This design comes from an exercise in tuning for small area and a short achievable clock period on the open sky130 flow, not from production work. Only simulation tests tie the RTL to the original design; equivalence was not proved.

== run a ==
==> flow/design.v <==
module ram_inv   (input a, output y);                 assign y = ~a;                      endmodule
module ram_nand2 (input a, b, output y);              assign y = ~(a & b);                endmodule
module ram_nor2  (input a, b, output y);              assign y = ~(a | b);                endmodule
module ram_nand3 (input a, b, c, output y);           assign y = ~(a & b & c);            endmodule
module ram_nor3  (input a, b, c, output y);           assign y = ~(a | b | c);            endmodule
module ram_nand4 (input a, b, c, d, output y);        assign y = ~(a & b & c & d);        endmodule
module ram_a22o  (input a1, a2, b1, b2, output y);    assign y = (a1 & a2) | (b1 & b2);   endmodule
module ram_rd8 (input [7:0] lo, input [7:0] q, output r);
  wire [3:0] n;
  genvar p;
  generate
    for (p = 0; p < 4; p = p + 1) begin : g_pair
      assign n[p] = ~((lo[2*p] & q[2*p]) | (lo[2*p+1] & q[2*p+1]));
    end
  endgenerate
  assign r = ~(&n);
endmodule
module ram_o21ai (input a1, a2, b1, output y);        assign y = ~((a1 | a2) & b1);       endmodule
module ram_dec4 (input [3:0] a, input en_n, output [15:0] y);
  wire [3:0] an;
  wire [3:0] pl_n, ph_n;    
  genvar i;
  generate
    for (i = 0; i < 4; i = i + 1) begin : g_inv
      ram_inv u (.a(a[i]), .y(an[i]));
    end
    for (i = 0; i < 4; i = i + 1) begin : g_pre
      ram_nand2 ul (.a((i % 2) ? a[0] : an[0]), .b((i / 2) ? a[1] : an[1]), .y(pl_n[i]));
      ram_nand2 uh (.a((i % 2) ? a[2] : an[2]), .b((i / 2) ? a[3] : an[3]), .y(ph_n[i]));
    end
    for (i = 0; i < 16; i = i + 1) begin : g_out
      ram_nor3 u (.a(pl_n[i % 4]), .b(ph_n[i / 4]), .c(en_n), .y(y[i]));
    end
  endgenerate
endmodule
module ram_dec4n (input [3:0] a, output [15:0] y);
  wire [3:0] an;
  wire [3:0] pl_n, ph_n;
  genvar i;
  generate
    for (i = 0; i < 4; i = i + 1) begin : g_inv
      ram_inv u (.a(a[i]), .y(an[i]));
    end
    for (i = 0; i < 4; i = i + 1) begin : g_pre
      ram_nand2 ul (.a((i % 2) ? a[0] : an[0]), .b((i / 2) ? a[1] : an[1]), .y(pl_n[i]));
      ram_nand2 uh (.a((i % 2) ? a[2] : an[2]), .b((i / 2) ? a[3] : an[3]), .y(ph_n[i]));
    end
    for (i = 0; i < 16; i = i + 1) begin : g_out
      ram_nor2 u (.a(pl_n[i % 4]), .b(ph_n[i / 4]), .y(y[i]));
    end
  endgenerate
endmodule
module ram
#(
  parameter addr_size = 8,
  parameter data_size = 8
)
(
  input clk,
  input rst,
  input write_en,
  input [addr_size-1:0]write_adress,
  input [data_size-1:0]data_in,
  input rd_en,
  input [addr_size-1:0]rd_adress,
  output reg [data_size-1:0]data_out
);
  reg  [256*data_size-1:0] mem;
  wire [256*data_size-1:0] mem_d;
  genvar g, i, b, p;
  wire wr_any_n;
  ram_nor2 u_wr_any_n (.a(write_en), .b(rst), .y(wr_any_n));    
  wire [data_size-1:0] din_n, wdata;
  generate
    for (b = 0; b < data_size; b = b + 1) begin : g_wdata
      ram_inv  ui (.a(data_in[b]), .y(din_n[b]));
      ram_nor2 un (.a(din_n[b]), .b(rst), .y(wdata[b]));        
    end
  endgenerate
  wire [15:0] wlo, whi, wlo_n, whi_n;
  ram_dec4n u_wdec_lo (.a(write_adress[3:0]), .y(wlo));
  ram_dec4 u_wdec_hi (.a(write_adress[7:4]), .en_n(wr_any_n), .y(whi));
  generate
    for (i = 0; i < 16; i = i + 1) begin : g_wdec_n
      ram_inv ul (.a(wlo[i]), .y(wlo_n[i]));
      ram_inv uh (.a(whi[i]), .y(whi_n[i]));
    end
    for (g = 0; g < 16; g = g + 1) begin : g_wgrp
      for (i = 0; i < 16; i = i + 1) begin : g_wword
        wire we, hold;
        ram_nor2  u_we   (.a(wlo_n[i]), .b(whi_n[g]), .y(we));
        ram_nand2 u_hold (.a(wlo[i]),   .b(whi[g]),   .y(hold));
        for (b = 0; b < data_size; b = b + 1) begin : g_bit
          ram_a22o u (.a1(we), .a2(wdata[b]), .b1(hold), .b2(mem[(16*g+i)*data_size+b]),
                      .y(mem_d[(16*g+i)*data_size+b]));
        end
      end
    end
  endgenerate
  always @(posedge clk)
    mem <= mem_d;
  wire rst_n, rd_n;
  ram_inv   u_rst_n (.a(rst), .y(rst_n));
  ram_nand2 u_rd_n  (.a(rd_en), .b(rst_n), .y(rd_n));              
  wire [15:0] rlo, rhi;
  ram_dec4n u_rdec_lo (.a(rd_adress[3:0]), .y(rlo));
  ram_dec4 u_rdec_hi (.a(rd_adress[7:4]), .en_n(rd_n), .y(rhi));
  wire [data_size-1:0] rd_d;
  generate
    for (b = 0; b < data_size; b = b + 1) begin : g_rbit
      wire [15:0] t_n;       
      for (g = 0; g < 16; g = g + 1) begin : g_rgrp
        wire [15:0] q;
        wire [1:0]  r;
        for (p = 0; p < 16; p = p + 1) begin : g_q
          assign q[p] = mem[(16*g+p)*data_size+b];
        end
        ram_rd8 u_r0 (.lo(rlo[7:0]),  .q(q[7:0]),  .r(r[0]));
        ram_rd8 u_r1 (.lo(rlo[15:8]), .q(q[15:8]), .r(r[1]));
        ram_o21ai u_t  (.a1(r[0]), .a2(r[1]), .b1(rhi[g]), .y(t_n[g]));
      end
      wire [3:0] u;
      wire [1:0] v_n;
      wire       h_n;
      for (p = 0; p < 4; p = p + 1) begin : g_u
        ram_nand4 uu (.a(t_n[4*p]), .b(t_n[4*p+1]), .c(t_n[4*p+2]), .d(t_n[4*p+3]), .y(u[p]));
      end
      ram_nor2  uv0 (.a(u[0]), .b(u[1]), .y(v_n[0]));
      ram_nor2  uv1 (.a(u[2]), .b(u[3]), .y(v_n[1]));
      ram_nand2 uh  (.a(data_out[b]), .b(rd_n), .y(h_n));          
      ram_nand3 ud  (.a(v_n[0]), .b(v_n[1]), .c(h_n), .y(rd_d[b]));
    end
  endgenerate
  always @(posedge clk)
    data_out <= rd_d;
endmodule
Settings: LEC_CHECK=0, CAP_MARGIN=20, CORE_MARGIN=2, CORE_UTILIZATION=45, CTS_CLUSTER_DIAMETER=100, CTS_CLUSTER_SIZE=20, SETUP_SLACK_MARGIN=1.2, SLEW_MARGIN=20, SYNTH_HIERARCHICAL=1; clock period 3.4 ns.
standard.sh (not shown) runs the stock make flow with config.mk's settings and CLKGATE_MAP_FILE= SYNTH_SCRIPT=/design/flow/synth_recipe.tcl, a recipe that flattens the netlist after the stock synthesis.
==> flow/flow/run.sh <==
#!/bin/bash
# The standard layout, except that the port buffers are plain buffers
# (sky130_fd_sc_hd__buf_4) rather than the delay cells that buffer_ports picks
# by default. make's full output goes to make_finish.log; ORFS keeps each
# step's own log under orfs/logs/.
set -euo pipefail
bash standard.sh "BUFFER_PORTS_ARGS=-buffer_cell sky130_fd_sc_hd__buf_4" finish > make_finish.log 2>&1
Run a ended with every stage complete and zero timing, DRC or antenna violations.
Input-level comparison between run b and run a:
-- flow/design.v --
<<< run a, line 100
  always @(posedge clk)
    mem <= mem_d;
  wire rst_n, rd_n;
  ram_inv   u_rst_n (.a(rst), .y(rst_n));
  ram_nand2 u_rd_n  (.a(rd_en), .b(rst_n), .y(rd_n));              
  wire [15:0] rlo, rhi;
  ram_dec4n u_rdec_lo (.a(rd_adress[3:0]), .y(rlo));
>>> run b, line 100
  always @(posedge clk)
    mem <= mem_d;
  wire rd_en_n, rd, rd_n;
  ram_inv   u_rd_en_n (.a(rd_en), .y(rd_en_n));
  ram_nor2  u_rd_n_n  (.a(rd_en_n), .b(rst), .y(rd));             
  ram_inv   u_rd_n    (.a(rd), .y(rd_n));
  wire [15:0] rlo, rhi;
  ram_dec4n u_rdec_lo (.a(rd_adress[3:0]), .y(rlo));
## What came out
- Summary of run b over run a: share of synthesized cell area in and, or, nand and nor gates has remained practically unchanged, logic depth of the worst path, buffers included went down 3, final critical-path share of the clock period up 0.61 points, clock edge transition at the registers on the reported setup and hold paths roughly the same, layout buffering overhead excluding clock cells -1.8 points.
- Routed wire in run b totals more than in run a.
- Run b vs run a, cell with the largest stage delay on the worst path: sky130_fd_sc_hd__nor3_2 vs sky130_fd_sc_hd__nor2_4
- In run b, the clock tree buffer count of the final layout came out 3 above the value in run a.
- Lower slew of the pin with the lowest slew margin was reported by run a, not run b.

-- separate check: timing with driven ports --
In the flow no input, the clock included, has a driving cell. The finished layouts below were timed again as built, in two steps.
Step 1 (the two cells are an assumption about what drives the block):
set clk [get_ports {clk}]
set_driving_cell -lib_cell sky130_fd_sc_hd__clkbuf_16 $clk
set_driving_cell -lib_cell sky130_fd_sc_hd__buf_2 [delete_from_list [all_inputs] $clk]
Step 2 adds t to the input delays and takes it off the output delays; t is the mean of the earliest and latest rising clock arrival at the registers after step 1. Input paths then give back, and output paths get back, about the clock's delay inside the block.
a / b / c = no drivers / after step 1 / after step 2; a / b = the first two.
run | shift t [ns] | setup slack, ns | worst data-port slew with drivers (ns) | pins driven straight from the clock port
run a | 0.864 | 0.978 / 1.010 / 0.146 | 0.06 | 1
run b | 0.856 | 0.958 / 1.007 / 0.151 | 0.17 | 1
After both steps every run listed still meets setup and hold. For run a, which loses most, drivers alone change the setup slack by +0.032 ns; drivers and shift together by -0.832 ns.
